From an optimization exercise on the open Yosys and OpenROAD flow, aimed at small area, a short achievable clock period and few clock cycles; shortcuts taken in it are not production practice.
The RTL was checked by simulation tests, not by an equivalence proof against the original design.
Power figures rest on the tool's default switching activity, not on a simulated workload.

### flow/config.mk
export PLATFORM = sky130hd
export DESIGN_NAME = core
export DESIGN_NICKNAME = core
export VERILOG_FILES = /design/flow/design.v
export SDC_FILE = /design/flow/constraint.sdc
export NUM_CORES = 4
export LEC_CHECK = 0
export CAP_MARGIN = 20
export CORE_MARGIN = 2
export CORE_UTILIZATION = 45
export PLACE_DENSITY = 0.6
export SLEW_MARGIN = 20
### flow/constraint.sdc
create_clock -name core_clock -period 10.0 [get_ports {clk}]
set_input_delay 2.0000 -clock core_clock [delete_from_list [all_inputs] [get_ports {clk}]]
set_output_delay 2.0000 -clock core_clock [all_outputs]
set_load 0.01 [all_outputs]
### flow/design.v
module ALU(a, b, c, sub, sel_add, sel_slt, sel_xor, sel_or, sel_and, sel_sh, sel_c,
           uns, sh_right, sh_arith, sum, eq, lt, result);
input [31:0] a, b, c;
input sub, sel_add, sel_slt, sel_xor, sel_or, sel_and, sel_sh, sel_c;
input uns, sh_right, sh_arith;
output [31:0] sum;
output eq, lt;
output [31:0] result;
wire [32:0] s = {1'b0, a} + {1'b0, b ^ {32{sub}}} + {32'b0, sub};
assign sum = s[31:0];
wire ltu = ~s[32];
wire lts = (a[31] ^ b[31]) ? a[31] : s[31];
assign lt = uns ? ltu : lts;
assign eq = (a == b);
wire [31:0] ar;
genvar i;
generate for (i = 0; i < 32; i = i + 1) begin : rev
	assign ar[i] = a[31 - i];
end endgenerate
wire [31:0] sin = sh_right ? a : ar;
wire [32:0] sx = {sh_arith & a[31], sin};
wire [32:0] sr = $signed(sx) >>> b[4:0];
wire [31:0] srr;
generate for (i = 0; i < 32; i = i + 1) begin : rev2
	assign srr[i] = sr[31 - i];
end endgenerate
wire [31:0] shres = sh_right ? sr[31:0] : srr;
assign result = ({32{sel_add}} & sum)
              | {31'b0, sel_slt & lt}
              | ({32{sel_xor}} & (a ^ b))
              | ({32{sel_or}}  & (a | b))
              | ({32{sel_and}} & (a & b))
              | ({32{sel_sh}}  & shres)
              | ({32{sel_c}}   & c);
endmodule
module RegisterFile(clk, A1, A2, A3, WD3, WE3, RD1, RD2);
input clk, WE3;
input [4:0] A1, A2, A3;
input [31:0] WD3;
output [31:0] RD1, RD2;
reg [31:0] Registers[31:1];
assign RD1 = (A1 == 5'd0) ? 32'h0 : Registers[A1];
assign RD2 = (A2 == 5'd0) ? 32'h0 : Registers[A2];
always @ (posedge clk)
begin
	if (WE3 && A3 != 5'd0)
		Registers[A3] <= WD3;
end
endmodule
module core(
  input clk,
  input resetn,
  output [31:0] address,
  output [31:0] data_out,
  input [31:0] data_in,
  output we
);
reg [31:0] addr_q;    
reg [31:0] fpc_q;     
reg        st_q;      
reg        ld_q;      
reg [4:0]  mrd_q;     
reg [31:0] dout_q;    
wire mem = st_q | ld_q;
assign address  = addr_q;
assign data_out = dout_q;
assign we       = st_q;
reg        dv_q;
reg [31:0] ir_q;
reg [31:0] pcd_q;
reg        ev_q;
reg [31:0] a_q, b_q, c_q;
reg [4:0]  rd_q;      
reg        e_ld, e_st, e_br, e_jalr, e_pred;
reg [2:0]  e_f3;
reg        e_sub, e_add, e_slt, e_xor, e_or, e_and, e_sh, e_c;
reg        e_uns, e_shr, e_sha;
reg        m1_q, m2_q, mc_q;  
wire [6:0] op  = ir_q[6:0];
wire [2:0] f3  = ir_q[14:12];
wire [4:0] rs1 = ir_q[19:15];
wire [4:0] rs2 = ir_q[24:20];
wire [4:0] rd  = ir_q[11:7];
wire d_load  = (op[6:4] == 3'b000);
wire d_store = (op[6:4] == 3'b010);
wire d_opimm = (op[6:4] == 3'b001) & ~op[2];
wire d_op    = (op[6:4] == 3'b011) & ~op[2];
wire d_lui   = (op[6:4] == 3'b011) &  op[2];
wire d_auipc = (op[6:4] == 3'b001) &  op[2];
wire d_br    = op[6] & ~op[2];
wire d_jalr  = op[6] & op[2] & ~op[3];
wire d_jal   = op[6] & op[3];
wire [31:0] imm_i = {{20{ir_q[31]}}, ir_q[31:20]};
wire [31:0] imm_s = {{20{ir_q[31]}}, ir_q[31:25], ir_q[11:7]};
wire [31:0] imm_b = {{20{ir_q[31]}}, ir_q[7], ir_q[30:25], ir_q[11:8], 1'b0};
wire [31:0] imm_u = {ir_q[31:12], 12'b0};
wire [31:0] imm_j = {{12{ir_q[31]}}, ir_q[19:12], ir_q[20], ir_q[30:21], 1'b0};
wire [31:0] dimm = d_jal ? imm_j : d_br ? imm_b : imm_u;
wire [31:0] dsum = pcd_q + dimm;
wire [31:0] pc4  = pcd_q + 32'd4;
wire d_wr   = d_load | d_opimm | d_op | d_lui | d_auipc | d_jal | d_jalr;
wire d_pred = d_br & ir_q[31];
wire [31:0] r1, r2;
wire        rf_we;
wire [4:0]  rf_wa;
wire [31:0] rf_wd;
RegisterFile Reg_file(
	.clk(clk), .A1(rs1), .A2(rs2), .A3(rf_wa), .WD3(rf_wd), .WE3(rf_we),
	.RD1(r1), .RD2(r2)
);
wire [31:0] sum, res;
wire eq, lt;
ALU Alu(
	.a(a_q), .b(b_q), .c(c_q), .sub(e_sub),
	.sel_add(e_add), .sel_slt(e_slt), .sel_xor(e_xor), .sel_or(e_or), .sel_and(e_and),
	.sel_sh(e_sh), .sel_c(e_c), .uns(e_uns), .sh_right(e_shr), .sh_arith(e_sha),
	.sum(sum), .eq(eq), .lt(lt), .result(res)
);
wire taken   = (e_f3[2] ? lt : eq) ^ e_f3[0];
wire ex_go   = ev_q & ~mem;
wire ex_redir = ex_go & ((e_br & (taken ^ e_pred)) | e_jalr);
wire [31:0] ex_target = e_jalr ? {sum[31:1], 1'b0} : c_q;
wire ex_mem  = ex_go & (e_ld | e_st);
wire ex_wr   = ex_go & ~e_ld & (rd_q != 5'd0);
wire d_redir = dv_q & ~mem & ~ex_redir & (d_jal | d_pred);
assign rf_we = mem ? (ld_q & (mrd_q != 5'd0)) : ex_wr;
assign rf_wa = mem ? mrd_q : rd_q;
assign rf_wd = mem ? data_in : res;
wire fw1 = ex_wr & (rd_q == rs1);
wire fw2 = ex_wr & (rd_q == rs2);
wire [31:0] rs1v = fw1 ? res : r1;
wire [31:0] rs2v = fw2 ? res : r2;
wire lu1 = ex_mem & e_ld & (rd_q != 5'd0) & (rd_q == rs1);
wire lu2 = ex_mem & e_ld & (rd_q != 5'd0) & (rd_q == rs2);
wire [31:0] nf = mem ? fpc_q : ex_redir ? ex_target : d_redir ? dsum : addr_q + 32'd4;
always @ (posedge clk)
begin
	if (~resetn) begin
		addr_q <= 32'h0;
		st_q <= 1'b0;
		ld_q <= 1'b0;
		dv_q <= 1'b0;
		ev_q <= 1'b0;
	end else begin
		if (ex_mem) begin
			addr_q <= sum;
			fpc_q <= nf;
		end else
			addr_q <= nf;
		st_q <= ex_mem & e_st;
		ld_q <= ex_mem & e_ld;
		if (~mem)
			dv_q <= ~(ex_redir | d_redir);
		if (~mem)
			ev_q <= dv_q & ~ex_redir;
	end
end
always @ (posedge clk)
begin
	if (~mem) begin
		ir_q <= data_in;
		pcd_q <= addr_q;
	end
	if (ex_mem) begin
		mrd_q <= rd_q;
		dout_q <= c_q;
	end
end
always @ (posedge clk)
begin
	if (~mem) begin
		a_q <= rs1v;
		b_q <= (d_op | d_br) ? rs2v : (d_store ? imm_s : imm_i);
		c_q <= d_store ? rs2v : d_lui ? imm_u : (d_auipc | (d_br & ~ir_q[31])) ? dsum : pc4;
		m1_q <= lu1;
		m2_q <= lu2 & (d_op | d_br);
		mc_q <= lu2 & d_store;
		rd_q <= d_wr ? rd : 5'd0;
		e_ld <= d_load;
		e_st <= d_store;
		e_br <= d_br;
		e_jalr <= d_jalr;
		e_pred <= d_pred;
		e_f3 <= f3;
		e_sub <= d_br | ((d_op | d_opimm) & (f3 == 3'b010 || f3 == 3'b011)) | (d_op & f3 == 3'b000 & ir_q[30]);
		e_add <= ((d_op | d_opimm) & f3 == 3'b000);
		e_slt <= (d_op | d_opimm) & (f3 == 3'b010 || f3 == 3'b011);
		e_xor <= (d_op | d_opimm) & f3 == 3'b100;
		e_or  <= (d_op | d_opimm) & f3 == 3'b110;
		e_and <= (d_op | d_opimm) & f3 == 3'b111;
		e_sh  <= (d_op | d_opimm) & f3[1:0] == 2'b01;
		e_c   <= d_lui | d_auipc | d_jal | d_jalr;
		e_uns <= d_br ? f3[1] : f3[0];
		e_shr <= f3[2];
		e_sha <= ir_q[30] & f3[2];
	end else begin
		if (m1_q) a_q <= data_in;
		if (m2_q) b_q <= data_in;
		if (mc_q) c_q <= data_in;
	end
end
endmodule
### flow/run.sh
#!/bin/bash
# synth_recipe.tcl (not shown) runs the flow's synth.tcl, then flattens the netlist and writes it again
# the make line also repeats each setting of config.mk as NAME=value (left out here)
make -C /OpenROAD-flow-scripts/flow DESIGN_CONFIG=/design/flow/config.mk WORK_HOME=/design/flow/orfs CLKGATE_MAP_FILE= SYNTH_SCRIPT=/design/flow/synth_recipe.tcl finish
==> results.txt, run 1 <==
The worst pin sits at a relative slew slack of 17.3%. From bottom edge to top edge, the die measures 396 um. The critical path starts at b_q[0]$_DFFE_PP_. The signal on the critical path passes through buf_4, mux2_4, fa_1, a211oi_1, o21ai_1, o21ai_1, a211o_1, nand2_1, a311oi_1, a221oi_1, o21ai_4. Between clock sinks in the finished design, the worst skew comes to 0.0671 ns. The number of failing hold endpoints at the final stage was 0. The logic depth of the worst register-to-register path was 11; the detailed-route DRC error count was 0. The capturing instance or port of the critical path was Reg_file.Registers[9][28]$_DFFE_PP_.

Fill cells in the final layout number 12.6k. The total standard cell area after synthesis came out at 0.0690 mm2. The setup fix buffers added after clock tree synthesis is 0, and the power per unit of standard cell area is 222 mW/mm2. Yosys printed 2 warnings. The synthesized design contains 1290 register bits.

The full die area is 0.157 mm2, and the post-route worst setup slack is 4.71 ns. The most common cell after layout, fill and taps aside is sky130_fd_sc_hd__edfxtp_1. Synthesis produced a netlist with a net count of 4783. For the maximum number of pins on one net before global-route repair, the log shows 118. In the final layout, the share of cells above drive strength 1 is 22.8%.

After synthesis, the largest family of logic cells by area is multiplexers. The final layout contains routed wiring with a total length of 248 mm. In this run the number of cells on the critical path is 11.

The startpoint identified for the worst register-to-register timing path is b_q[0]$_DFFE_PP_. The global-route congestion overflow total came out at 0. The total count of max-transition violations in the final report came out at 0. The synthesized netlist devotes 9.17% of its cell area to compound gates. The number of global-route vias before repair was 45.1k. The start-to-end type of the worst setup path is flip-flop to flip-flop.

Subtracting the final worst setup slack from the clock period gives 5.29 ns. For this design the top-level I/O count stands at 99. The simple-gate share of the synthesized area works out to 5.55%. The hold-critical path depth is 0.

The slew of the pin with the lowest slew margin was 1.23 ns; the depth of the CTS H-tree was 4. The initialized floorplan defines 143 standard-cell rows. Dividing the final minimum period by the clock period gives 52.9%. The tree is rooted in a sky130_fd_sc_hd__clkbuf_16. The first-pass GRT wire length was 348 mm. The multi-input gate area in the final layout was 0.0293 mm2; the average instance area after synthesis was 14.9 um2.

Final setup TNS: 0 ns. The number of max-capacitance violations reported is 0. The iteration count of the initial detailed-routing pass was 7; the number of enable flip-flop cells after synthesis was 1244. The post-synthesis async set-or-reset flop share is 0%, and the count of final setup violators is 0.

Largest delay contributor family on the critical path: compound AO/OA/AOI/OAI gates. The detailed-route wire length per cell was 36.5 um; the overall track demand over capacity in global routing was 31.5%. After clock tree synthesis, the clock-pin slew on the worst setup and hold paths is 0.06 ns.

Detailed routing inserted a total of 46.7k vias. The sequential standard cell area is 0.0383 mm2, and the xor and xnor fraction of the mapped netlist area is 1.93%. The count of nets left with antenna violations once routing finished came out at 0. Of the post-synthesis cell area, the part taken by muxes is 22.8%. The worst-case vdd ir drop is 0.187 mV, and the slack of the worst reg-to-reg path is 4.71 ns.

The most used flip-flop cell after synthesis was sky130_fd_sc_hd__edfxtp_1. The area added between synthesis and finish was 12.3%. The fmax was 189 MHz. The clock sink total came out at 1290. The synthesized netlist devotes 2.36% of its cell area to adder and majority cells. In this run, distinct cell masters in the synthesized netlist total 99. The core outline area came out at 0.152 mm2. The highest-delay cell along the critical path is sky130_fd_sc_hd__a311oi_1.

The initial antenna violation count was 12. Setup repair after global routing left no endpoint under its margin. The top cell types in the final layout, fill and taps aside, are sky130_fd_sc_hd__edfxtp_1 (1244), sky130_fd_sc_hd__mux4_2 (603), sky130_fd_sc_hd__nand2_1 (329), sky130_fd_sc_hd__nor2_1 (236), sky130_fd_sc_hd__a21oi_1 (182). For the placer's final routability congestion estimate, the log shows 1.05. The worst setup path is captured at a flip-flop.

TritonCTS built the clock tree. On the worst path, the slowest cell contributes a delay of 1.01 ns. The worst hold path belongs to the class flip-flop to flip-flop. The run finished with no timing, DRC or antenna violations. The worst setup path is launched from a flip-flop.

The clock passes through at most 3 buffers. Counting every instance in the synthesized netlist gives 4620. Data arrival time of the worst path: 5.77 ns. In the routed layout, each cell is associated on average with a via count of 6.86. The run gives 10.48 ns as the worst endpoint required time.

Most frequent cell on the critical path: sky130_fd_sc_hd__o21ai_1. The half-perimeter wire length after detailed placement came out at 159 mm. Across all hold checks on the routed design, the worst slack comes to 0.467 ns. The startpoint identified for the worst hold timing path is addr_q[1]$_SDFF_PN0_. The logs give 55.4% for the fraction of the yosys area taken by sequential cells and 26.3 nW for the static leakage power. Before CTS, the worst setup slack after placement is 4.44 ns. The tools report the worst reg2reg path endpoint as Reg_file.Registers[9][28]$_DFFE_PP_. The maximum fanout along the worst path was 38; the count of input and output buffers was 98. The net count of the finished layout is 4824. Combined buffer and inverter count along the critical path: 1. The die is 396 um wide. The number of hold buffers added after CTS is 0.

Once the floorplan was initialized, standard cells occupied 45.4% of the core. The initial DRC count was 6712. Clock tree synthesis inserted a total of 144 buffers.

The clock reaches the later pin of the worst-skew pair after 0.82 ns. Once the clock tree was built, the resizer swapped 0 gates to a different size.
-- worst min path at each step --
stage / end / slack [ns]
6_report: pcd_q[1]$_DFFE_PP_ / 0.47
3_3_place_gp: pcd_q[1]$_DFFE_PP_ / 0.46
3_5_place_dp: pcd_q[1]$_DFFE_PP_ / 0.46
5_1_grt: pcd_q[1]$_DFFE_PP_ / 0.50
4_1_cts: pcd_q[1]$_DFFE_PP_ / 0.47
2_1_floorplan: mrd_q[0]$_DFFE_PP_ / 0.42
-- cell usage after synthesis, drive strengths merged (17+ instances only) --
cell / n / share of area, %
a221o: 18 / 0.26
a21o: 54 / 0.59
a21oi: 201 / 1.5
nor3: 44 / 0.32
o211ai: 37 / 0.40
edfxtp: 1244 / 54
o221ai: 40 / 0.51
inv: 115 / 0.63
and2: 21 / 0.19
a211oi: 118 / 1.3
nand2: 329 / 1.8
mux2i: 179 / 2.6
and3: 27 / 0.24
nand2b: 24 / 0.22
mux2: 17 / 0.28
o21a: 18 / 0.20
o21ai: 170 / 1.2
dfxtp: 46 / 1.3
ha: 127 / 2.3
nand4: 20 / 0.18
clkbuf: 223 / 1.2
a221oi: 26 / 0.37
xor2: 84 / 1.1
buf: 115 / 0.87
o22ai: 26 / 0.24
nand3: 62 / 0.45
xnor2: 68 / 0.86
mux4: 609 / 20
a31oi: 37 / 0.34
a22oi: 20 / 0.22
nor2: 270 / 1.5
-- where the power goes --
part / switching [mW] / internal (mW)
Clock: 2.29 / 3.10
Sequential: 0.577 / 6.65
Combinational: 3.02 / 1.58
Total: 5.89 / 11.3
-- registers in the layout, indices dropped and copies added (netlist names), 2 cells and up, named ones only --
register	flops
rd_q	5
Reg_file.Registers	992
fpc_q	32
pcd_q	32
c_q	32
ir_q	30
addr_q	32
mrd_q	5
a_q	32
e_f3	2
dout_q	32
b_q	32
-- cells by family after synthesis --
| group | after synthesis |
|---|---|
| flops | 1290 |
| compound gates | 923 |
| simple gates | 863 |
| mux | 805 |
| buf+inv | 458 |
| xor+xnor | 152 |
| fa+ha+maj | 129 |
-- final cells by class --
class | count | share of cell area, %
Sequential cell | 1290 | 49.4
Multi-Input combinational cell | 2872 | 37.9
Clock buffer | 165 | 4.83
Tap cell | 2030 | 3.28
Timing Repair Buffer | 234 | 2.68
Clock inverter | 99 | 1.32
Inverter | 119 | 0.586
Antenna cell | 2 | 0.00646
-- metrics by stage --
stage | instance area, um2 | util, % | power (mW) | instances
global route | 77500 | 51.0 | 17.7 | 6811
global placement | 72600 | 47.8 | 11.7 | 6545
finish | 77500 | 51.0 | 17.2 | 6811
detailed placement | 72700 | 47.8 | 11.7 | 6545
CTS | 77400 | 50.9 | 17.1 | 6809
floorplan | 69000 | - | 9.70 | 4620
-- worst reg2reg max path: cells and delay by family (launching register included) --
family          cells  cell delay (ns)
simple gates        1             0.10
flops               1             0.32
fa+ha+maj           1             0.46
buf+inv             1             0.51
compound gates      7             3.18
mux                 1             0.39
-- per-layer routing --
| metal | GRT usage [%] | part of all wire (%) | vias to the layer above |
|---|---|---|---|
| met5 | 0 | 0.0089 | - |
| met4 | 15.7 | 5.7 | 4 |
| met3 | 6.32 | 11 | 573 |
| met2 | 47.6 | 45 | 3016 |
| met1 | 43.7 | 38 | 24200 |
| li1 | - | - | 18900 |
Testbench counts, summed over its fixed seeds: cycles 96,309.
==> inputs of run 2 (changes only) <==
--- a/flow/design.v
+++ b/flow/design.v
@@ -38,8 +38,16 @@
 input [4:0] A1, A2, A3;
 input [31:0] WD3;
-output [31:0] RD1, RD2;
+output reg [31:0] RD1, RD2;
 reg [31:0] Registers[31:1];
-assign RD1 = (A1 == 5'd0) ? 32'h0 : Registers[A1];
-assign RD2 = (A2 == 5'd0) ? 32'h0 : Registers[A2];
+integer k;
+always @ (*)
+begin
+	RD1 = 32'h0;
+	RD2 = 32'h0;
+	for (k = 1; k < 32; k = k + 1) begin
+		RD1 = RD1 | ({32{A1 == k}} & Registers[k]);
+		RD2 = RD2 | ({32{A2 == k}} & Registers[k]);
+	end
+end
 always @ (posedge clk)
 begin
@@ -143,9 +151,5 @@
 		ev_q <= 1'b0;
 	end else begin
-		if (ex_mem) begin
-			addr_q <= sum;
-			fpc_q <= nf;
-		end else
-			addr_q <= nf;
+		addr_q <= ex_mem ? sum : nf;
 		st_q <= ex_mem & e_st;
 		ld_q <= ex_mem & e_ld;
@@ -162,8 +166,7 @@
 		pcd_q <= addr_q;
 	end
-	if (ex_mem) begin
-		mrd_q <= rd_q;
-		dout_q <= c_q;
-	end
+	fpc_q <= nf;
+	mrd_q <= rd_q;
+	dout_q <= c_q;
 end
 always @ (posedge clk)
--- a/flow/config.mk
+++ b/flow/config.mk
@@ -10,3 +10,4 @@
 export CORE_UTILIZATION = 45
 export PLACE_DENSITY = 0.6
+export SETUP_SLACK_MARGIN = 5
 export SLEW_MARGIN = 20
==> results.txt, run 2 <==
The die span in x is 378 um (-4.4%). For the post-route worst setup slack, the log shows 4.91 ns (+0.196 ns). The capturing instance or port of the critical path is c_q[9]$_DFFE_PP_. The total cell area at the placement stage was 0.0672 mm2 (-7.5%); the global-route congestion overflow total was 0 (unchanged). The depth of the CTS H-tree came out at 4 (unchanged). The tools report the post-placement cell count as 6884 (+5.2%). The detailed-route wire length per cell was 44.5 um (+22%); the count of final setup violators was 0 (unchanged). The flow ran to the end and the layout has no timing, DRC or antenna violations. The slack of the worst reg-to-reg path was 4.91 ns (+0.20 ns). The synthesis-stage register bit count came out at 1280 (-0.78%). The number of buffers on the longest clock path was 3 (unchanged); the number of nets in the finished design was 5336 (+11%).

The part of the power in the clock network is 31.5% (about the same), and the data arrival time of the worst path is 5.56 ns (-0.21 ns). The tools report the share of total power in sequential cells as 43.3% (+1.4 points). Launch instance of the worst register-to-register path: ir_q[20]$_DFFE_PP_. The share of the synthesized area in compound gates (AO/OA/AOI/OAI) is 21.1% (+12 points). For the half-perimeter wire length after detailed placement, the log shows 192 mm (+21%). The tools report the iteration count of the initial detailed-routing pass as 14 (+7). The logic depth of the worst register-to-register path was 12 (+1); the number of warning messages in the yosys log was 2 (unchanged). The number of flip-flops in the largest register works out to 992 (unchanged). The number of max-capacitance violations reported was 0 (unchanged). The slew of the pin with the lowest slew margin works out to 1.35 ns (+0.121 ns). The clock transition at the registers of the reported paths is 0.06 ns (about the same), and the fraction of the mapped netlist area in adder cells is 2.58% (+0.22 points).

In the layout the commonest cells are sky130_fd_sc_hd__edfxtp_1 (1175), sky130_fd_sc_hd__a22oi_1 (379), sky130_fd_sc_hd__nand2_1 (292), sky130_fd_sc_hd__a221oi_1 (289), sky130_fd_sc_hd__a22o_1 (272). The I/O pin count came out at 99 (unchanged). The clock tree root driver cell is sky130_fd_sc_hd__clkbuf_16.

The fmax was 196 MHz (+3.9%); the net count after synthesis was 5254 (+9.8%). The worst-case vdd ir drop was 0.152 mV (-19%); the xor and xnor fraction of the mapped netlist area was 2.12% (+0.20 points). Power per unit of standard cell area: 224 mW/mm2 (+0.93%). The logs give 319 mm (+29%) for the total length of routed wires and 45.3% (-0.14 points) for the initial core utilization. The internal power is 10.5 mW (-7.0%), and the shortest period the worst path allows is 5.09 ns (-0.196 ns). The clock sink total came out at 1280 (-0.78%). The power after layout was 16.2 mW (-6.0%). Total standard cell area after synthesis: 0.0631 mm2 (-8.6%). The fraction of the yosys area taken by sequential cells came out at 59.3% (+3.8 points).

The average instance area after synthesis was 12.4 um2 (-17%). The full die area is 0.143 mm2 (-8.6%), and the number of failing hold endpoints at the final stage is 0 (unchanged). The simple-gate share of the synthesized area was 8.73% (+3.2 points); the final setup TNS was 0 ns (unchanged). The post-route standard cell area excluding fillers is 0.0722 mm2 (-6.9%). Dominant combinational cell family by area after synthesis: compound AO/OA/AOI/OAI gates.

Leaving out fill and tap cells, the most frequent cell in the layout is sky130_fd_sc_hd__edfxtp_1. Area added between synthesis and finish: 14.4%. The final cell utilization of the core came out at 51.8% (+0.81 points).

The worst min-delay path class is flip-flop to flip-flop. The cell row count is 137 (-4.2%). The worst endpoint required time came out at 10.47 ns (about the same). The initial antenna violation count was 27 (+15); the count of input and output buffers was 98 (unchanged). The placer's final routability congestion estimate was 1.04 (-1.1%); the detailed-route DRC error count was 0 (unchanged). Counting instances in the post-synthesis netlist gives the leading cell types as sky130_fd_sc_hd__edfxtp_1 (1175), sky130_fd_sc_hd__a22oi_1 (379), sky130_fd_sc_hd__nor2_1 (339). The first-pass GRT wire length was 427 mm (+23%). Ranked by total cell area, the synthesized netlist is headed by sky130_fd_sc_hd__edfxtp_1 (56%), sky130_fd_sc_hd__a22oi_1 (4.5%), sky130_fd_sc_hd__a221oi_1 (4.1%). The tools report the clock latency at the later pin of the worst-skew pair as 0.81 ns (about the same). The worst hold margin is 0.453 ns (-0.0134 ns).

The post-layout instance count excluding filler cells was 7180 (+5.4%). The area fraction of the dominant cell type after synthesis is 55.9% (+1.8 points). The share of synthesized area spent on multiplexers was 3.41% (-19 points); the number of clock buffers inserted by TritonCTS was 138 (-4.2%).

The synthesized design spends more area on one cell type than any other, namely sky130_fd_sc_hd__edfxtp_1. Portion of the clock cycle consumed by the worst path in the final layout: 50.9% (-2.0 points). Logic gate share of total power: 25.1% (-1.6 points). Average vias per placed instance: 7.85 (+14%).

The worst hold path begins at fpc_q[23]$_DFF_P_. The number of global-route vias before repair was 51.3k (+14%). The tools report the category of the worst setup path capture point as a flip-flop.

The share of final-layout standard cells stronger than drive strength 1 was 13.2% (-9.6 points); the switching share of power was 34.9% (+0.65 points). TritonCTS built the clock tree. The tools report the power dissipated by switching net loads as 5.64 mW (-4.3%). The most used flip-flop cell after synthesis was sky130_fd_sc_hd__edfxtp_1. The tools report the worst reg2reg path endpoint as c_q[9]$_DFFE_PP_. The maximum fanout along the worst path works out to 18 (-53%). The worst setup path is launched from a flip-flop. Total count of max-transition violations in the final report: 0 (unchanged).

The number of enable flip-flop cells after synthesis is 1175 (-5.5%), and the synthesized instance count is 5091 (+10%). The via total after detailed routing came out at 56.4k (+21%). The start-to-end type of the worst setup path was flip-flop to flip-flop. Among all cell types in the netlist, the one instantiated most often is sky130_fd_sc_hd__edfxtp_1.

The critical path starts at ir_q[20]$_DFFE_PP_. The tools report the remaining antenna violation count as 0 (unchanged). The run gives 0.139 mm2 (-8.4%) as the core outline area.

The initial DRC count came out at 12.3k (+84%). Setup repair after global routing left no endpoint under its margin. The maximum number of pins on one net before global-route repair is 86 (-27%).

The relative max-transition margin is 9.52% (-7.8 points). Worst slack at placement: 4.59 ns (+0.152 ns). The maximum clock skew at final layout came out at 0.0519 ns (-0.0152 ns). The vertical die dimension was 378 um (-4.4%). The post-synthesis async set-or-reset flop share is 0% (unchanged). Ranked by flip-flop count, first place goes to Reg_file.Registers. The logs give 43.6% (+12 points) for the overall track demand over capacity in global routing and 95 (-4.0%) for the count of distinct cell types in the synthesized netlist. The tools report the static leakage power as 24.5 nW (-6.8%).
[run 2: cell count changes after synthesis, sizes merged, moves of 71 or more]
cell,change
nand4,+136
a22o,+263
mux2i,-105
a22oi,+359
mux4,-565
a221oi,+267
clkbuf,+80
a211oi,-71
[run 2: what timing repair did]
action | 4_1_cts | 5_1_grt
hold buffers | 0 | 0
hold endpoints to repair | 0 | 0
resized for setup | 14 | 24
pin swaps | 0 | 3
cloned | 1 | 0
endpoints found under the setup margin | 105 | 258
buffers inserted | 2 | 20
[run 2: logic make-up after synthesis]
group                    count (synthesis)
AO/OA/AOI/OAI                         1746
flip-flops                            1280
AND/OR/NAND/NOR                       1165
buffers and inverters                  463
multiplexers                           155
XOR/XNOR                               153
adder cells (fa/ha/maj)                129
[run 2: how the worst min path moves through the flow]
stage / cells after the start / end / slack [ns]
after floorplan: 0 / mrd_q[4]$_DFF_P_ / 0.35
after global placement: 2 / fpc_q[27]$_DFF_P_ / 0.43
after detailed placement: 2 / fpc_q[23]$_DFF_P_ / 0.44
after CTS: 2 / fpc_q[23]$_DFF_P_ / 0.45
after global routing: 2 / fpc_q[31]$_DFF_P_ / 0.47
final: 2 / fpc_q[23]$_DFF_P_ / 0.45
[run 2: critical path: stages, from the launching register on]
cell	delay, ns
sky130_fd_sc_hd__edfxtp_1	0.64
sky130_fd_sc_hd__nand2b_1	0.77
sky130_fd_sc_hd__nor2_4	0.38
sky130_fd_sc_hd__buf_4	0.45
sky130_fd_sc_hd__a22o_1	0.31
sky130_fd_sc_hd__a221oi_1	0.21
sky130_fd_sc_hd__nand3_1	0.11
sky130_fd_sc_hd__nor3_1	0.85
sky130_fd_sc_hd__nand2_1	0.18
sky130_fd_sc_hd__o21ai_0	0.39
sky130_fd_sc_hd__nor2_1	0.13
sky130_fd_sc_hd__a21oi_1	0.15
sky130_fd_sc_hd__a21oi_1	0.10
[run 2: metal layers]
| metal | track usage [%] | wire, um |
|---|---|---|
| met5 | 0.583 | 203 |
| met1 | 52.7 | 104000 |
| met3 | 18.2 | 54100 |
| met2 | 61.4 | 128000 |
| met4 | 33.3 | 33600 |
[run 2: power by group through the flow]
stage	combinational [mW]	sequential [mW]	clock, mW
6_report	4.06	7.01	5.10
5_1_grt	4.15	7.00	5.27
4_1_cts	3.77	6.97	5.07
3_5_place_dp	3.74	7.08	0
3_3_place_gp	3.74	7.09	0
2_1_floorplan	2.10	6.82	0
[run 2: cell type report]
class / count / area (um2)
Timing Repair Buffer: 301 / 2540
Clock inverter: 86 / 761
Tap cell: 1876 / 2350
Clock buffer: 162 / 3640
Inverter: 103 / 409
Sequential cell: 1280 / 37400
Multi-Input combinational cell: 3348 / 25000
Antenna cell: 23 / 57.6
Timing Repair inverter: 1 / 5.00
Fill cell: 12000 / 67200
Testbench counts of run 2, summed over its fixed seeds: cycles 96,309.
==> inputs of run 3 (changes only) <==
--- a/flow/design.v
+++ b/flow/design.v
@@ -7,12 +7,26 @@
 output eq, lt;
 output [31:0] result;
-wire [32:0] s = {1'b0, a} + {1'b0, b ^ {32{sub}}} + {32'b0, sub};
-assign sum = s[31:0];
-wire ltu = ~s[32];
-wire lts = (a[31] ^ b[31]) ? a[31] : s[31];
-assign lt = uns ? ltu : lts;
-assign eq = (a == b);
+wire cout;
+Adder32 add(.a(a), .b(b ^ {32{sub}}), .cin(sub), .sum(sum), .cout(cout));
+wire [31:0] x = {a[31] ^ ~uns, a[30:0]};
+wire [31:0] y = {b[31] ^ ~uns, b[30:0]};
+wire [31:0] l [0:5];
+wire [31:0] e [0:5];
+assign l[0] = ~x & y;
+assign e[0] = ~(x ^ y);
+genvar i, k;
+generate for (k = 0; k < 5; k = k + 1) begin : lv
+	for (i = 0; i < (32 >> (k + 1)); i = i + 1) begin : nd
+		assign l[k+1][i] = l[k][2*i+1] | (e[k][2*i+1] & l[k][2*i]);
+		assign e[k+1][i] = e[k][2*i+1] & e[k][2*i];
+	end
+	for (i = (32 >> (k + 1)); i < 32; i = i + 1) begin : unused
+		assign l[k+1][i] = 1'b0;
+		assign e[k+1][i] = 1'b0;
+	end
+end endgenerate
+assign lt = l[5][0];
+assign eq = e[5][0];
 wire [31:0] ar;
-genvar i;
 generate for (i = 0; i < 32; i = i + 1) begin : rev
 	assign ar[i] = a[31 - i];
@@ -33,4 +47,28 @@
               | ({32{sel_sh}}  & shres)
               | ({32{sel_c}}   & c);
+endmodule
+module Adder32(a, b, cin, sum, cout);
+input [31:0] a, b;
+input cin;
+output [31:0] sum;
+output cout;
+wire [32:0] g [0:6];
+wire [32:0] p [0:6];
+assign g[0] = {a & b, cin};
+assign p[0] = {a ^ b, 1'b0};
+genvar l, i;
+generate for (l = 0; l < 6; l = l + 1) begin : lvl
+	for (i = 0; i < 33; i = i + 1) begin : pos
+		if (i >= (1 << l)) begin : op
+			assign g[l+1][i] = g[l][i] | (p[l][i] & g[l][i - (1 << l)]);
+			assign p[l+1][i] = p[l][i] & p[l][i - (1 << l)];
+		end else begin : pass
+			assign g[l+1][i] = g[l][i];
+			assign p[l+1][i] = p[l][i];
+		end
+	end
+end endgenerate
+assign sum = p[0][32:1] ^ g[6][31:0];
+assign cout = g[6][32];
 endmodule
 module RegisterFile(clk, A1, A2, A3, WD3, WE3, RD1, RD2);
@@ -76,5 +114,6 @@
 reg        dv_q;
 reg [31:0] ir_q;
-reg [31:0] pcd_q;
+reg [31:0] tgt_q;     
+reg [31:0] pcn_q;     
 reg        ev_q;
 reg [31:0] a_q, b_q, c_q;
@@ -85,4 +124,13 @@
 reg        e_uns, e_shr, e_sha;
 reg        m1_q, m2_q, mc_q;  
+wire [31:0] f_ib = {{20{data_in[31]}}, data_in[7], data_in[30:25], data_in[11:8], 1'b0};
+wire [31:0] f_ij = {{12{data_in[31]}}, data_in[19:12], data_in[20], data_in[30:21], 1'b0};
+wire [31:0] f_iu = {data_in[31:12], 12'b0};
+wire [31:0] f_imm = data_in[2] ? (data_in[3] ? f_ij : f_iu) : f_ib;
+wire [31:0] f_tgt;
+wire        f_tgt_co;
+Adder32 fadd(.a(addr_q), .b(f_imm), .cin(1'b0), .sum(f_tgt), .cout(f_tgt_co));
+wire [31:0] f_pcn = addr_q + 32'd4;
+wire f_jump = data_in[6] & data_in[5] & ~data_in[4] & (data_in[3] | (~data_in[2] & data_in[31]));
 wire [6:0] op  = ir_q[6:0];
 wire [2:0] f3  = ir_q[14:12];
@@ -101,10 +149,5 @@
 wire [31:0] imm_i = {{20{ir_q[31]}}, ir_q[31:20]};
 wire [31:0] imm_s = {{20{ir_q[31]}}, ir_q[31:25], ir_q[11:7]};
-wire [31:0] imm_b = {{20{ir_q[31]}}, ir_q[7], ir_q[30:25], ir_q[11:8], 1'b0};
 wire [31:0] imm_u = {ir_q[31:12], 12'b0};
-wire [31:0] imm_j = {{12{ir_q[31]}}, ir_q[19:12], ir_q[20], ir_q[30:21], 1'b0};
-wire [31:0] dimm = d_jal ? imm_j : d_br ? imm_b : imm_u;
-wire [31:0] dsum = pcd_q + dimm;
-wire [31:0] pc4  = pcd_q + 32'd4;
 wire d_wr   = d_load | d_opimm | d_op | d_lui | d_auipc | d_jal | d_jalr;
 wire d_pred = d_br & ir_q[31];
@@ -131,5 +174,5 @@
 wire ex_mem  = ex_go & (e_ld | e_st);
 wire ex_wr   = ex_go & ~e_ld & (rd_q != 5'd0);
-wire d_redir = dv_q & ~mem & ~ex_redir & (d_jal | d_pred);
+wire f_redir = ~mem & ~ex_redir & f_jump;
 assign rf_we = mem ? (ld_q & (mrd_q != 5'd0)) : ex_wr;
 assign rf_wa = mem ? mrd_q : rd_q;
@@ -141,5 +184,5 @@
 wire lu1 = ex_mem & e_ld & (rd_q != 5'd0) & (rd_q == rs1);
 wire lu2 = ex_mem & e_ld & (rd_q != 5'd0) & (rd_q == rs2);
-wire [31:0] nf = mem ? fpc_q : ex_redir ? ex_target : d_redir ? dsum : addr_q + 32'd4;
+wire [31:0] nf = mem ? fpc_q : ex_redir ? ex_target : f_redir ? f_tgt : f_pcn;
 always @ (posedge clk)
 begin
@@ -155,5 +198,5 @@
 		ld_q <= ex_mem & e_ld;
 		if (~mem)
-			dv_q <= ~(ex_redir | d_redir);
+			dv_q <= ~ex_redir;
 		if (~mem)
 			ev_q <= dv_q & ~ex_redir;
@@ -164,5 +207,6 @@
 	if (~mem) begin
 		ir_q <= data_in;
-		pcd_q <= addr_q;
+		tgt_q <= f_tgt;
+		pcn_q <= f_pcn;
 	end
 	fpc_q <= nf;
@@ -175,5 +219,5 @@
 		a_q <= rs1v;
 		b_q <= (d_op | d_br) ? rs2v : (d_store ? imm_s : imm_i);
-		c_q <= d_store ? rs2v : d_lui ? imm_u : (d_auipc | (d_br & ~ir_q[31])) ? dsum : pc4;
+		c_q <= d_store ? rs2v : d_lui ? imm_u : (d_auipc | (d_br & ~ir_q[31])) ? tgt_q : pcn_q;
 		m1_q <= lu1;
 		m2_q <= lu2 & (d_op | d_br);
@@ -186,6 +230,6 @@
 		e_pred <= d_pred;
 		e_f3 <= f3;
-		e_sub <= d_br | ((d_op | d_opimm) & (f3 == 3'b010 || f3 == 3'b011)) | (d_op & f3 == 3'b000 & ir_q[30]);
-		e_add <= ((d_op | d_opimm) & f3 == 3'b000);
+		e_sub <= d_op & f3 == 3'b000 & ir_q[30];
+		e_add <= (d_op | d_opimm) & f3 == 3'b000;
 		e_slt <= (d_op | d_opimm) & (f3 == 3'b010 || f3 == 3'b011);
 		e_xor <= (d_op | d_opimm) & f3 == 3'b100;
==> flow/flow/run.sh (new file) <==
#!/bin/bash
set -o pipefail
bash standard.sh SETUP_SLACK_MARGIN=7 TNS_END_PERCENT=0 finish > standard.log 2>&1
==> flow/standard.sh (new file) <==
#!/bin/bash
# synth_recipe.tcl (not shown) runs the flow's synth.tcl, then flattens the netlist and writes it again
# the make line also repeats each setting of config.mk as NAME=value (left out here)
make -C /OpenROAD-flow-scripts/flow DESIGN_CONFIG=/design/flow/config.mk WORK_HOME=/design/flow/orfs CLKGATE_MAP_FILE= SYNTH_SCRIPT=/design/flow/synth_recipe.tcl "${@:-finish}"
--- a/flow/config.mk
+++ b/flow/config.mk
@@ -9,5 +9,6 @@
 export CORE_MARGIN = 2
 export CORE_UTILIZATION = 45
+export CTS_BUF_LIST = sky130_fd_sc_hd__clkbuf_8
+export CTS_CLUSTER_SIZE = 40
 export PLACE_DENSITY = 0.6
-export SETUP_SLACK_MARGIN = 5
 export SLEW_MARGIN = 20
removed: flow/run.sh
==> results.txt, run 3 <==
The category of the worst setup path launch point was a flip-flop. The half-perimeter wire length after detailed placement is 197 mm (+2.6%), and the vertical die dimension is 383 um (+1.3%). The maximum fanout along the worst path is 22 (+4), and the via total after detailed routing is 57.9k (+2.8%). The tools report the launch instance of the worst register-to-register path as ir_q[16]$_DFFE_PP_.

The shortest period the worst path allows works out to 4.36 ns (-0.734 ns). Share of final-layout standard cells stronger than drive strength 1: 18.3% (+5.2 points). The critical path is of the flip-flop to flip-flop type.

The flow ran to the end and the layout has no timing, DRC or antenna violations. The iteration count of the initial detailed-routing pass was 10 (-4); the net count after synthesis was 5439 (+3.5%). The switching share of power was 35.3% (+0.43 points). The hold-critical path depth works out to 2 (unchanged).

TritonCTS built the clock tree. The worst register-to-register path ends at a_q[11]$_DFFE_PP_. The core outline area was 0.143 mm2 (+2.8%). The fraction of the yosys area taken by sequential cells was 59.1% (-0.14 points).

The logic gate share of total power came out at 26.9% (+1.8 points). The number of nets in the finished design is 5705 (+6.9%), and the fill cell total of the finished layout is 12.3k (+2.9%). The number of clock buffers inserted by TritonCTS is 211 (+53%). Setup repair after global routing could not meet its margin everywhere. Relative to the synthesized area, the layout overhead comes to 16.5%. The initial DRC count was 11.9k (-3.8%); the count of final setup violators was 0 (unchanged). The placer's final routability congestion estimate was 1.04 (+0.71%); the clock transition at the registers of the reported paths was 0.07 ns (about the same). The number of flip-flops in the largest register works out to 992 (unchanged). sky130_fd_sc_hd__edfxtp_1 takes more of the synthesized area than any other cell. By count the netlist is led by sky130_fd_sc_hd__edfxtp_1 (1206), sky130_fd_sc_hd__a22oi_1 (524), sky130_fd_sc_hd__nand2_1 (373). For this run, the leading register cell type out of synthesis is sky130_fd_sc_hd__edfxtp_1. The run gives 45.2% (-0.046 points) as the initial core utilization.

The detailed-route DRC error count is 0 (unchanged), and the count of distinct cell types in the synthesized netlist is 93 (-2.1%). In this run the worst hold path is classified as flip-flop to flip-flop. The logs give 53.8k (+4.8%) for the number of global-route vias before repair and 21 (-22%) for the initial antenna violation count. The logs give 10.51 ns (+0.04 ns) for the worst endpoint required time and 26.8 nW (+9.2%) for the static leakage power. On the critical path the largest part of the delay comes from compound AO/OA/AOI/OAI gates. The overall track demand over capacity in global routing is 44.2% (+0.62 points), and the slew of the pin with the lowest slew margin is 1.25 ns (-0.0995 ns).

The most common cell in the synthesized netlist is sky130_fd_sc_hd__edfxtp_1. For the total count of max-transition violations in the final report, the log shows 0 (unchanged). Among all stages on the critical path, the largest delay is contributed by sky130_fd_sc_hd__o31ai_1. The top cell types in the final layout, fill and taps aside, are sky130_fd_sc_hd__edfxtp_1 (1206), sky130_fd_sc_hd__a22oi_1 (524), sky130_fd_sc_hd__nand2_1 (369), sky130_fd_sc_hd__buf_4 (279), sky130_fd_sc_hd__clkbuf_8 (217). The number of buffers on the longest clock path is 3 (unchanged), and the area fraction of the dominant cell type after synthesis is 55.9% (about the same). The logs give 139 (+1.5%) for the cell row count and 4.87 ns (-0.69 ns) for the data arrival time of the worst path. The start point of the worst hold path is fpc_q[7]$_DFF_P_.

The average vias per placed instance was 7.62 (-2.9%); the maximum clock skew at final layout was 0.0721 ns (+0.0201 ns). The tools report the number of hold buffers added after CTS as 0 (unchanged). The tools report the clock tree root driver cell as sky130_fd_sc_hd__clkbuf_8.

The library cell used most frequently in the layout, excluding fill and tap cells, is sky130_fd_sc_hd__edfxtp_1. For hold timing, the worst endpoint is fpc_q[7]$_DFF_P_. The logs give 99 (unchanged) for the I/O pin count and 4 (unchanged) for the depth of the CTS H-tree. The share of total power in sequential cells is 43.9% (+0.6 points), and the average instance area after synthesis is 12.3 um2 (-0.33%). First-pass GRT wire length: 445 mm (+4.2%). The run gives 5.70 mW (+1.2%) as the power dissipated by switching net loads. Counting flops per register, the top entry is Reg_file.Registers.

The total length of routed wires was 334 mm (+4.7%). The portion of the clock cycle consumed by the worst path in the final layout was 43.6% (-7.3 points). Clock sink total: 1311 (+2.4%).

For the fmax, the log shows 229 MHz (+17%). The run gives 29.2% (-2.3 points) as the part of the power in the clock network. The post-synthesis async set-or-reset flop share works out to 0% (unchanged). The run gives 0 ns (unchanged) as the final setup TNS.

The count of input and output buffers is 98 (unchanged), and the remaining antenna violation count is 0 (unchanged). The maximum number of pins on one net before global-route repair is 67 (-22%). The run gives 5247 (+3.1%) as the synthesized instance count. Detailed-route wire length per cell: 44.0 um (-1.1%). The tools report the full die area as 0.147 mm2 (+2.7%). The run gives 0.98 ns (+0.17 ns) as the clock latency at the later pin of the worst-skew pair. The run gives 0.154 mV (+1.7%) as the worst-case vdd ir drop. After synthesis, the cell types taking the most area are sky130_fd_sc_hd__edfxtp_1 (56%), sky130_fd_sc_hd__a22oi_1 (6.1%), sky130_fd_sc_hd__dfxtp_1 (3.2%). By instance count, the cell type seen most on the critical path is sky130_fd_sc_hd__buf_4. The global-route congestion overflow total is 0 (unchanged). The combined buffer and inverter count along the critical path is 2 (+1). The number of enable flip-flop cells after synthesis was 1206 (+2.6%); the relative max-transition margin was 15.7% (+6.2 points). Power per unit of standard cell area: 214 mW/mm2 (-4.5%). For the number of failing hold endpoints at the final stage, the log shows 0 (unchanged). Number of warning messages in the yosys log: 4 (+2). Traced cell by cell, the critical path runs through nand2b_2, nor2_4, buf_4, buf_4, a222oi_1, nand4_1, o31ai_1, o22ai_1.

The number of max-capacitance violations reported is 0 (unchanged), and the die span in x is 383 um (+1.3%). STA classifies the critical path endpoint as a flip-flop. Largest incremental delay on the critical path: 0.99 ns (+0.14 ns). The logs give 5.64 ns (+0.73 ns) for the slack of the worst reg-to-reg path and 16.2 mW (about the same) for the power after layout. The synthesis-stage register bit count is 1311 (+2.4%). The logic depth of the worst register-to-register path came out at 8 (-4). The tools report the internal power as 10.5 mW (-0.73%). The total standard cell area after synthesis was 0.0648 mm2 (+2.7%).
-- run 3: cell count changes in the layout (fill, tap and decap cells not counted), moves of 77 or more --
| cell | previous run | this run |
|---|---|---|
| sky130_fd_sc_hd__o21ai_0 | 215 | 132 |
| sky130_fd_sc_hd__clkbuf_16 | 142 | 2 |
| sky130_fd_sc_hd__clkbuf_8 | 3 | 217 |
| sky130_fd_sc_hd__a221oi_1 | 289 | 204 |
| sky130_fd_sc_hd__a22oi_1 | 379 | 524 |
| sky130_fd_sc_hd__buf_4 | 197 | 279 |
| sky130_fd_sc_hd__nand2_1 | 292 | 369 |
| sky130_fd_sc_hd__inv_1 | 97 | 175 |
-- run 3: worst max-delay path by stage --
stage / slack [ns] / endpoint / from / depth (start not counted)
after floorplan: 5.14 / addr_q[29]$_SDFF_PN0_ / data_in[3] / 14
after global placement: 3.21 / addr_q[28]$_SDFF_PN0_ / data_in[2] / 14
after detailed placement: 3.17 / addr_q[28]$_SDFF_PN0_ / data_in[2] / 14
after CTS: 5.94 / addr_q[29]$_SDFF_PN0_ / data_in[2] / 14
after global routing: 5.78 / addr_q[29]$_SDFF_PN0_ / data_in[26] / 13
final: 5.64 / a_q[11]$_DFFE_PP_ / ir_q[16]$_DFFE_PP_ / 8
-- run 3: repair_timing --
| item | CTS | global route |
|---|---|---|
| endpoints found under the setup margin | 2273 | 2301 |
| resized for setup | 284 | 63 |
| pin swaps | 52 | 26 |
| gates cloned | 5 | 4 |
| buffers inserted | 88 | 16 |
-- run 3: worst register-to-register path: stages (launching register included) --
cell                       delay (ns)
sky130_fd_sc_hd__edfxtp_1        0.55
sky130_fd_sc_hd__nand2b_2        0.50
sky130_fd_sc_hd__nor2_4          0.06
sky130_fd_sc_hd__buf_4           0.24
sky130_fd_sc_hd__buf_4           0.37
sky130_fd_sc_hd__a222oi_1        0.51
sky130_fd_sc_hd__nand4_1         0.14
sky130_fd_sc_hd__o31ai_1         0.99
sky130_fd_sc_hd__o22ai_1         0.54
-- run 3: per-layer routing --
| metal | up-vias | track usage, % | share of wire (%) |
|---|---|---|---|
| li1 | 21800 | - | - |
| met1 | 27900 | 52.8 | 32 |
| met2 | 6238 | 61.8 | 40 |
| met3 | 1908 | 19.6 | 17 |
| met4 | 14 | 34.7 | 11 |
| met5 | - | 0.195 | 0.024 |
-- run 3: final cells by class --
type / count / area [um2] / area share (%)
sequential: 1311 / 38400 / 50.8
inverter: 121 / 482 / 0.638
timing repair buffer: 409 / 3610 / 4.78
clock buffer: 217 / 2990 / 3.96
antenna: 12 / 30.0 / 0.0398
multi-input combinational: 3459 / 26500 / 35.1
clock inverter: 171 / 1160 / 1.54
tap: 1903 / 2380 / 3.15
-- run 3: through the flow --
stage	cells	worst slack [ns]	utilization, %	area [um2]	hold WS, ns
after floorplan	5247	5.14	-	64800	0.346
after global placement	7089	3.21	48.3	69200	0.414
after detailed placement	7089	3.17	48.3	69200	0.421
after CTS	7570	5.94	52.3	75000	0.437
after global routing	7594	5.78	52.7	75500	0.458
final	7603	5.64	52.7	75500	0.439
-- run 3: cells by family after synthesis --
family	synth area share, %
simple gates	9.23
buf+inv	2.85
fa+ha+maj	3.06
xor+xnor	1.72
compound gates	20.3
mux	3.71
flops	59.1
-- run 3: power groups by stage --
stage | logic, mW | clock network (mW) | registers, mW
after floorplan | 2.03 | 0 | 7.00
after global placement | 3.61 | 0 | 7.23
after detailed placement | 3.64 | 0 | 7.23
after CTS | 4.00 | 4.69 | 7.06
after global routing | 4.45 | 4.93 | 7.09
final | 4.35 | 4.72 | 7.09
Testbench counts of run 3, summed over its fixed seeds: cycles 91,144.
==> inputs of run 4 (changes only) <==
--- a/flow/design.v
+++ b/flow/design.v
@@ -9,4 +9,30 @@
 wire cout;
 Adder32 add(.a(a), .b(b ^ {32{sub}}), .cin(sub), .sum(sum), .cout(cout));
+Compare32 cmp(.a(a), .b(b), .uns(uns), .lt(lt), .eq(eq));
+genvar i;
+wire [31:0] ar;
+generate for (i = 0; i < 32; i = i + 1) begin : rev
+	assign ar[i] = a[31 - i];
+end endgenerate
+wire [31:0] sin = sh_right ? a : ar;
+wire [32:0] sx = {sh_arith & a[31], sin};
+wire [32:0] sr = $signed(sx) >>> b[4:0];
+wire [31:0] srr;
+generate for (i = 0; i < 32; i = i + 1) begin : rev2
+	assign srr[i] = sr[31 - i];
+end endgenerate
+wire [31:0] shres = sh_right ? sr[31:0] : srr;
+assign result = ({32{sel_add}} & sum)
+              | {31'b0, sel_slt & lt}
+              | ({32{sel_xor}} & (a ^ b))
+              | ({32{sel_or}}  & (a | b))
+              | ({32{sel_and}} & (a & b))
+              | ({32{sel_sh}}  & shres)
+              | ({32{sel_c}}   & c);
+endmodule
+module Compare32(a, b, uns, lt, eq);
+input [31:0] a, b;
+input uns;
+output lt, eq;
 wire [31:0] x = {a[31] ^ ~uns, a[30:0]};
 wire [31:0] y = {b[31] ^ ~uns, b[30:0]};
@@ -28,23 +54,4 @@
 assign lt = l[5][0];
 assign eq = e[5][0];
-wire [31:0] ar;
-generate for (i = 0; i < 32; i = i + 1) begin : rev
-	assign ar[i] = a[31 - i];
-end endgenerate
-wire [31:0] sin = sh_right ? a : ar;
-wire [32:0] sx = {sh_arith & a[31], sin};
-wire [32:0] sr = $signed(sx) >>> b[4:0];
-wire [31:0] srr;
-generate for (i = 0; i < 32; i = i + 1) begin : rev2
-	assign srr[i] = sr[31 - i];
-end endgenerate
-wire [31:0] shres = sh_right ? sr[31:0] : srr;
-assign result = ({32{sel_add}} & sum)
-              | {31'b0, sel_slt & lt}
-              | ({32{sel_xor}} & (a ^ b))
-              | ({32{sel_or}}  & (a | b))
-              | ({32{sel_and}} & (a & b))
-              | ({32{sel_sh}}  & shres)
-              | ({32{sel_c}}   & c);
 endmodule
 module Adder32(a, b, cin, sum, cout);
@@ -113,7 +120,8 @@
 assign we       = st_q;
 reg        dv_q;
+reg        fr_q;      
+reg        fx_q;      
 reg [31:0] ir_q;
-reg [31:0] tgt_q;     
-reg [31:0] pcn_q;     
+reg [31:0] pcd_q;
 reg        ev_q;
 reg [31:0] a_q, b_q, c_q;
@@ -124,13 +132,4 @@
 reg        e_uns, e_shr, e_sha;
 reg        m1_q, m2_q, mc_q;  
-wire [31:0] f_ib = {{20{data_in[31]}}, data_in[7], data_in[30:25], data_in[11:8], 1'b0};
-wire [31:0] f_ij = {{12{data_in[31]}}, data_in[19:12], data_in[20], data_in[30:21], 1'b0};
-wire [31:0] f_iu = {data_in[31:12], 12'b0};
-wire [31:0] f_imm = data_in[2] ? (data_in[3] ? f_ij : f_iu) : f_ib;
-wire [31:0] f_tgt;
-wire        f_tgt_co;
-Adder32 fadd(.a(addr_q), .b(f_imm), .cin(1'b0), .sum(f_tgt), .cout(f_tgt_co));
-wire [31:0] f_pcn = addr_q + 32'd4;
-wire f_jump = data_in[6] & data_in[5] & ~data_in[4] & (data_in[3] | (~data_in[2] & data_in[31]));
 wire [6:0] op  = ir_q[6:0];
 wire [2:0] f3  = ir_q[14:12];
@@ -149,7 +148,13 @@
 wire [31:0] imm_i = {{20{ir_q[31]}}, ir_q[31:20]};
 wire [31:0] imm_s = {{20{ir_q[31]}}, ir_q[31:25], ir_q[11:7]};
+wire [31:0] imm_b = {{20{ir_q[31]}}, ir_q[7], ir_q[30:25], ir_q[11:8], 1'b0};
 wire [31:0] imm_u = {ir_q[31:12], 12'b0};
+wire [31:0] imm_j = {{12{ir_q[31]}}, ir_q[19:12], ir_q[20], ir_q[30:21], 1'b0};
+wire [31:0] dimm = d_jal ? imm_j : d_br ? imm_b : imm_u;
+wire [31:0] dsum;
+wire dsum_co;
+Adder32 dadd(.a(pcd_q), .b(dimm), .cin(1'b0), .sum(dsum), .cout(dsum_co));
+wire [31:0] pc4  = pcd_q + 32'd4;
 wire d_wr   = d_load | d_opimm | d_op | d_lui | d_auipc | d_jal | d_jalr;
-wire d_pred = d_br & ir_q[31];
 wire [31:0] r1, r2;
 wire        rf_we;
@@ -174,5 +179,15 @@
 wire ex_mem  = ex_go & (e_ld | e_st);
 wire ex_wr   = ex_go & ~e_ld & (rd_q != 5'd0);
-wire f_redir = ~mem & ~ex_redir & f_jump;
+wire d_pred = ir_q[31];
+wire d_redir = dv_q & ~mem & ~ex_redir & (fr_q ? fx_q : (d_jal | (d_br & d_pred)));
+wire [31:0] f_ib = {{20{data_in[31]}}, data_in[7], data_in[30:25], data_in[11:8], 1'b0};
+wire [31:0] f_ij = {{12{data_in[31]}}, data_in[19:12], data_in[20], data_in[30:21], 1'b0};
+wire [10:0] f_off = data_in[3] ? f_ij[10:0] : f_ib[10:0];
+wire f_small = data_in[3] ? (f_ij[31:11] == {21{data_in[31]}}) : (data_in[7] == data_in[31]);
+wire f_jump = data_in[6] & data_in[5] & ~data_in[4] & (data_in[3] | (~data_in[2] & data_in[31]));
+wire [11:0] f_low = {1'b0, addr_q[10:0]} + {1'b0, f_off};
+wire f_cross = (f_low[11] ^ data_in[31]) | ~f_small;
+wire [31:0] f_tgt = {addr_q[31:11], f_low[10:0]};
+wire f_redir = ~mem & ~ex_redir & ~d_redir & f_jump;
 assign rf_we = mem ? (ld_q & (mrd_q != 5'd0)) : ex_wr;
 assign rf_wa = mem ? mrd_q : rd_q;
@@ -184,5 +199,6 @@
 wire lu1 = ex_mem & e_ld & (rd_q != 5'd0) & (rd_q == rs1);
 wire lu2 = ex_mem & e_ld & (rd_q != 5'd0) & (rd_q == rs2);
-wire [31:0] nf = mem ? fpc_q : ex_redir ? ex_target : f_redir ? f_tgt : f_pcn;
+wire d_redir0 = dv_q & (fr_q ? fx_q : (d_jal | (d_br & d_pred)));
+wire [31:0] nf = ex_redir ? ex_target : mem ? fpc_q : d_redir0 ? dsum : f_jump ? f_tgt : addr_q + 32'd4;
 always @ (posedge clk)
 begin
@@ -198,5 +214,9 @@
 		ld_q <= ex_mem & e_ld;
 		if (~mem)
-			dv_q <= ~ex_redir;
+			dv_q <= ~(ex_redir | d_redir);
+		if (~mem)
+			fr_q <= f_redir;
+		if (~mem)
+			fx_q <= f_cross;
 		if (~mem)
 			ev_q <= dv_q & ~ex_redir;
@@ -207,6 +227,5 @@
 	if (~mem) begin
 		ir_q <= data_in;
-		tgt_q <= f_tgt;
-		pcn_q <= f_pcn;
+		pcd_q <= addr_q;
 	end
 	fpc_q <= nf;
@@ -219,5 +238,5 @@
 		a_q <= rs1v;
 		b_q <= (d_op | d_br) ? rs2v : (d_store ? imm_s : imm_i);
-		c_q <= d_store ? rs2v : d_lui ? imm_u : (d_auipc | (d_br & ~ir_q[31])) ? tgt_q : pcn_q;
+		c_q <= d_store ? rs2v : d_lui ? imm_u : (d_auipc | (d_br & ~d_pred)) ? dsum : pc4;
 		m1_q <= lu1;
 		m2_q <= lu2 & (d_op | d_br);
@@ -231,5 +250,5 @@
 		e_f3 <= f3;
 		e_sub <= d_op & f3 == 3'b000 & ir_q[30];
-		e_add <= (d_op | d_opimm) & f3 == 3'b000;
+		e_add <= ((d_op | d_opimm) & f3 == 3'b000);
 		e_slt <= (d_op | d_opimm) & (f3 == 3'b010 || f3 == 3'b011);
 		e_xor <= (d_op | d_opimm) & f3 == 3'b100;
==> flow/flow/run.sh (replaced) <==
#!/bin/bash
set -o pipefail
bash standard.sh SETUP_SLACK_MARGIN=7 "BUFFER_PORTS_ARGS=-buffer_cell sky130_fd_sc_hd__buf_4" finish > standard.log 2>&1
--- a/flow/config.mk
+++ b/flow/config.mk
@@ -9,6 +9,8 @@
 export CORE_MARGIN = 2
 export CORE_UTILIZATION = 45
-export CTS_BUF_LIST = sky130_fd_sc_hd__clkbuf_8
-export CTS_CLUSTER_SIZE = 40
+export CTS_BUF_LIST = sky130_fd_sc_hd__clkbuf_16
+export CTS_CLUSTER_DIAMETER = 150
+export CTS_CLUSTER_SIZE = 20
 export PLACE_DENSITY = 0.6
 export SLEW_MARGIN = 20
+export TNS_END_PERCENT = 0
==> results.txt, run 4 <==
The logic depth of the worst register-to-register path is 12 (+4). The logs give 0.147 mm2 (about the same) for the full die area and 4.71 ns (+1.54 ns) for the worst slack at placement. The synthesized instance count was 5412 (+3.1%); the I/O pin count was 99 (unchanged). The share of synthesized area spent on multiplexers is 3.14% (-0.56 points). The fraction of the mapped netlist area in adder cells was 3.30% (+0.24 points). The clock transition at the registers of the reported paths is 0.11 ns (+0.04 ns). The fmax was 232 MHz (+0.91%). The overall track demand over capacity in global routing is 44.6% (+0.46 points), and the power per unit of standard cell area is 200 mW/mm2 (-6.5%).

The synthesis-stage register bit count is 1282 (-2.2%), and the fraction of the yosys area taken by sequential cells is 57.8% (-1.4 points). The tools report the clock sink total as 1282 (-2.2%). The number of warning messages in the yosys log was 4 (unchanged); the portion of the clock cycle consumed by the worst path in the final layout was 43.2% (-0.40 points). Via total after detailed routing: 58.3k (+0.64%). The half-perimeter wire length after detailed placement is 200 mm (+1.8%), and the placer's final routability congestion estimate is 1.03 (-0.96%). The tools report the detailed-route DRC error count as 0 (unchanged). The run gives 450 mm (+1.3%) as the first-pass GRT wire length. The core outline area was 0.143 mm2 (unchanged); the final setup TNS was 0 ns (unchanged). The area fraction of the dominant cell type after synthesis is 54.5% (-1.4 points). For the number of max-capacitance violations reported, the log shows 0 (unchanged). The count of input and output buffers works out to 98 (unchanged). The most common cell after layout, fill and taps aside is sky130_fd_sc_hd__edfxtp_1.

The logs give 25.5 nW (-5.0%) for the static leakage power and 338 mm (+1.1%) for the total length of routed wires. Die span in x: 384 um (about the same). Post-layout instance count excluding filler cells: 7450 (-2.0%). TritonCTS built the clock tree. After synthesis, the largest family of logic cells by area is compound AO/OA/AOI/OAI gates. Share of the synthesized area in compound gates (AO/OA/AOI/OAI): 20.8% (+0.50 points).

The average vias per placed instance was 7.83 (+2.7%). The global-route congestion overflow total came out at 0 (unchanged). The register with the most flip-flops in the final layout is Reg_file.Registers. The worst hold path belongs to the class flip-flop to flip-flop. The number of flip-flops in the largest register is 992 (unchanged). Compared with the post-synthesis result, the final layout area differs by 12.9%.

The average instance area after synthesis works out to 12.0 um2 (-3.0%). The number of enable flip-flop cells after synthesis came out at 1177 (-2.4%). The post-synthesis async set-or-reset flop share was 0% (unchanged). The worst endpoint required time is 10.51 ns (about the same), and the simple-gate share of the synthesized area is 9.84% (+0.61 points).

The logs give 0 (unchanged) for the number of failing hold endpoints at the final stage and 53.6k (-0.30%) for the number of global-route vias before repair. Shortest period the worst path allows: 4.32 ns (-0.0395 ns). The number of clock buffers inserted by TritonCTS was 75 (-64%). The maximum fanout along the worst path works out to 16 (-27%). For the final cell utilization of the core, the log shows 51.0% (-1.6 points).

The library cells used most frequently in the layout, excluding fill and tap cells, are sky130_fd_sc_hd__edfxtp_1 (1177), sky130_fd_sc_hd__a22oi_1 (569), sky130_fd_sc_hd__nand2_1 (442), sky130_fd_sc_hd__buf_4 (353), sky130_fd_sc_hd__nor2_1 (205). The tools report the remaining antenna violation count as 0 (unchanged). The data arrival time of the worst path is 4.83 ns (-0.04 ns). The hold-critical path depth works out to 2 (unchanged). The share of final-layout standard cells stronger than drive strength 1 is 16.0% (-2.3 points), and the relative max-transition margin is 13.4% (-2.3 points).

The worst-case vdd ir drop came out at 0.174 mV (+13%). Yosys attributes the largest share of cell area to sky130_fd_sc_hd__edfxtp_1 (55%), sky130_fd_sc_hd__a22oi_1 (6.6%), sky130_fd_sc_hd__dfxtp_1 (3.2%). The count of distinct cell types in the synthesized netlist was 96 (+3.2%). The dominant cell type by area after synthesis was sky130_fd_sc_hd__edfxtp_1. In the synthesized netlist, the cells that appear most often are sky130_fd_sc_hd__edfxtp_1 (1177), sky130_fd_sc_hd__a22oi_1 (569), sky130_fd_sc_hd__nand2_1 (452). The detailed-route wire length per cell was 45.4 um (+3.1%); the total count of max-transition violations in the final report was 0 (unchanged). In the post-synthesis netlist, the cell with the most instances is sky130_fd_sc_hd__edfxtp_1. Category of the worst setup path launch point: a flip-flop.

The total standard cell area after synthesis came out at 0.0648 mm2 (about the same). For the number of nets in the finished design, the log shows 5715 (+0.18%). Depth of the CTS H-tree: 3 (-1). The xor and xnor fraction of the mapped netlist area is 2.20% (+0.48 points), and the vertical die dimension is 384 um (about the same). The run gives 139 (unchanged) as the cell row count.

Maximum clock skew at final layout: 0.0390 ns (-0.0330 ns). Setup repair after global routing could not meet its margin everywhere. The post-route worst setup slack is 5.68 ns (+0.0395 ns), and the initial DRC count is 12.2k (+2.8%). The run gives 10 (unchanged) as the iteration count of the initial detailed-routing pass. The tools report the maximum number of pins on one net before global-route repair as 75 (+12%). The tools report the clock tree root driver cell as sky130_fd_sc_hd__clkbuf_16. The tools report the clock latency at the later pin of the worst-skew pair as 0.75 ns (-0.23 ns).

The flow ran to the end and the layout has no timing, DRC or antenna violations. The run gives 3 (unchanged) as the number of buffers on the longest clock path. The most used flip-flop cell after synthesis is sky130_fd_sc_hd__edfxtp_1.

The initial antenna violation count was 24 (+14%). The post-placement cell count was 7229 (+2.0%). Initial core utilization: 45.2% (about the same). The slew of the pin with the lowest slew margin came out at 1.29 ns (+0.0391 ns). The critical path is of the flip-flop to flip-flop type. The count of final setup violators is 0 (unchanged). The power after layout was 14.7 mW (-9.4%). Category of the worst setup path capture point: a flip-flop. The run gives 5616 (+3.3%) as the net count after synthesis.
[run 4: per-layer routing]
| layer | vias to the layer above | global-route usage [%] | routed length, um |
|---|---|---|---|
| met5 | - | 1.59 | 531 |
| met4 | 33 | 31.4 | 32600 |
| met3 | 1896 | 19.6 | 56200 |
| met2 | 6218 | 63.7 | 138000 |
| met1 | 28300 | 53.8 | 111000 |
| li1 | 21900 | - | - |
[run 4: worst max-delay path, stage by stage (launching register included)]
cell                       delay [ns]
sky130_fd_sc_hd__edfxtp_1        0.50
sky130_fd_sc_hd__buf_4           0.21
sky130_fd_sc_hd__or3b_2          0.60
sky130_fd_sc_hd__nor2_4          0.56
sky130_fd_sc_hd__buf_4           0.53
sky130_fd_sc_hd__a22oi_1         0.16
sky130_fd_sc_hd__nand2_1         0.13
sky130_fd_sc_hd__nor3_1          0.07
sky130_fd_sc_hd__nand3_1         0.38
sky130_fd_sc_hd__o21ai_1         0.35
sky130_fd_sc_hd__nor2_1          0.17
sky130_fd_sc_hd__nor3_1          0.07
sky130_fd_sc_hd__nor2_2          0.31
[run 4: kinds of logic (layout without fill, tap and decap cells)]
logic type | after synthesis | in the layout
adders and majority gates | 170 | 170
AOI/OAI and AO/OA | 1816 | 1821
buffers and inverters | 486 | 590
and+or+nand+nor | 1362 | 1369
muxes | 134 | 134
DFF | 1282 | 1282
other | 0 | 19
xor gates and xnor gates | 162 | 162
[run 4: area by class of cell]
| cell class | instances | area, um2 |
|---|---|---|
| fill | 12400 | 70100 |
| antenna | 19 | 47.5 |
| sequential | 1282 | 37400 |
| clock inverter | 18 | 185 |
| inverter | 116 | 458 |
| multi-input combinational | 3656 | 27600 |
| timing repair buffer | 380 | 3140 |
| tap | 1903 | 2380 |
| clock buffer | 76 | 1900 |
[run 4: metrics by stage]
stage | hold WS (ns) | instance area (um2)
after floorplan | 0.346 | 64900
after CTS | 0.485 | 72900
after global placement | 0.459 | 68700
after global routing | 0.509 | 73100
final | 0.484 | 73200
after detailed placement | 0.469 | 68800
[run 4: report_power, final]
| group | leakage (nW) | internal, mW | switching, mW |
|---|---|---|---|
| registers | 12.0 | 6.48 | 0.494 |
| clock network | 1.05 | 1.39 | 1.89 |
| logic | 12.4 | 1.41 | 2.98 |
[run 4: worst paths after layout]
kind                       from                end  slack (ns)
max          ir_q[22]$_DFFE_PP_   b_q[2]$_DFFE_PP_        5.68
min           ev_q$_SDFFE_PN0P_  ev_q$_SDFFE_PN0P_        0.48
max reg2reg  ir_q[22]$_DFFE_PP_   b_q[2]$_DFFE_PP_        5.68
min reg2reg   ev_q$_SDFFE_PN0P_  ev_q$_SDFFE_PN0P_        0.48
[run 4: repair_timing]
item | CTS | global route
resized for setup | 222 | 17
hold buffers | 0 | 0
gates cloned | 12 | 2
setup buffers | 90 | 4
endpoints found under the setup margin | 2213 | 2213
pin swaps | 70 | 10
Testbench counts of run 4, summed over its fixed seeds: cycles 91,144.

## afterwards: timing with drivers on the ports
The results above use ideal ports. As a check the final layouts listed here were re-extracted and re-timed, cells and wires unchanged.
Step 1, drivers: a clkbuf_16 drives clk and a buf_2 each remaining input, both assumed.
Step 2, shift: input delay + t, output delay - t, t = (earliest + latest rising clock arrival at the registers) / 2. This alone moves slack from input paths to output paths.
Three values: no drivers, after step 1, after step 2; two values: the first two.
run | t, ns | setup WS [ns] | hold WS [ns] | worst data-port slew with drivers (ns)
run 1 | 0.873 | 4.712 / 4.712 / 4.712 | 0.467 / 0.467 / 0.467 | 0.09
run 2 | 0.863 | 4.908 / 4.908 / 4.908 | 0.453 / 0.453 / 0.453 | 0.04
run 3 | 1.027 | 5.642 / 5.642 / 4.811 | 0.439 / 0.439 / 0.439 | 0.17
run 4 | 0.808 | 5.682 / 5.682 / 5.176 | 0.484 / 0.484 / 0.484 | 0.15
After both steps setup and hold are still met in every run listed. For run 3, which loses most, drivers alone change the setup slack by 0.000 ns; drivers and shift together by -0.831 ns.
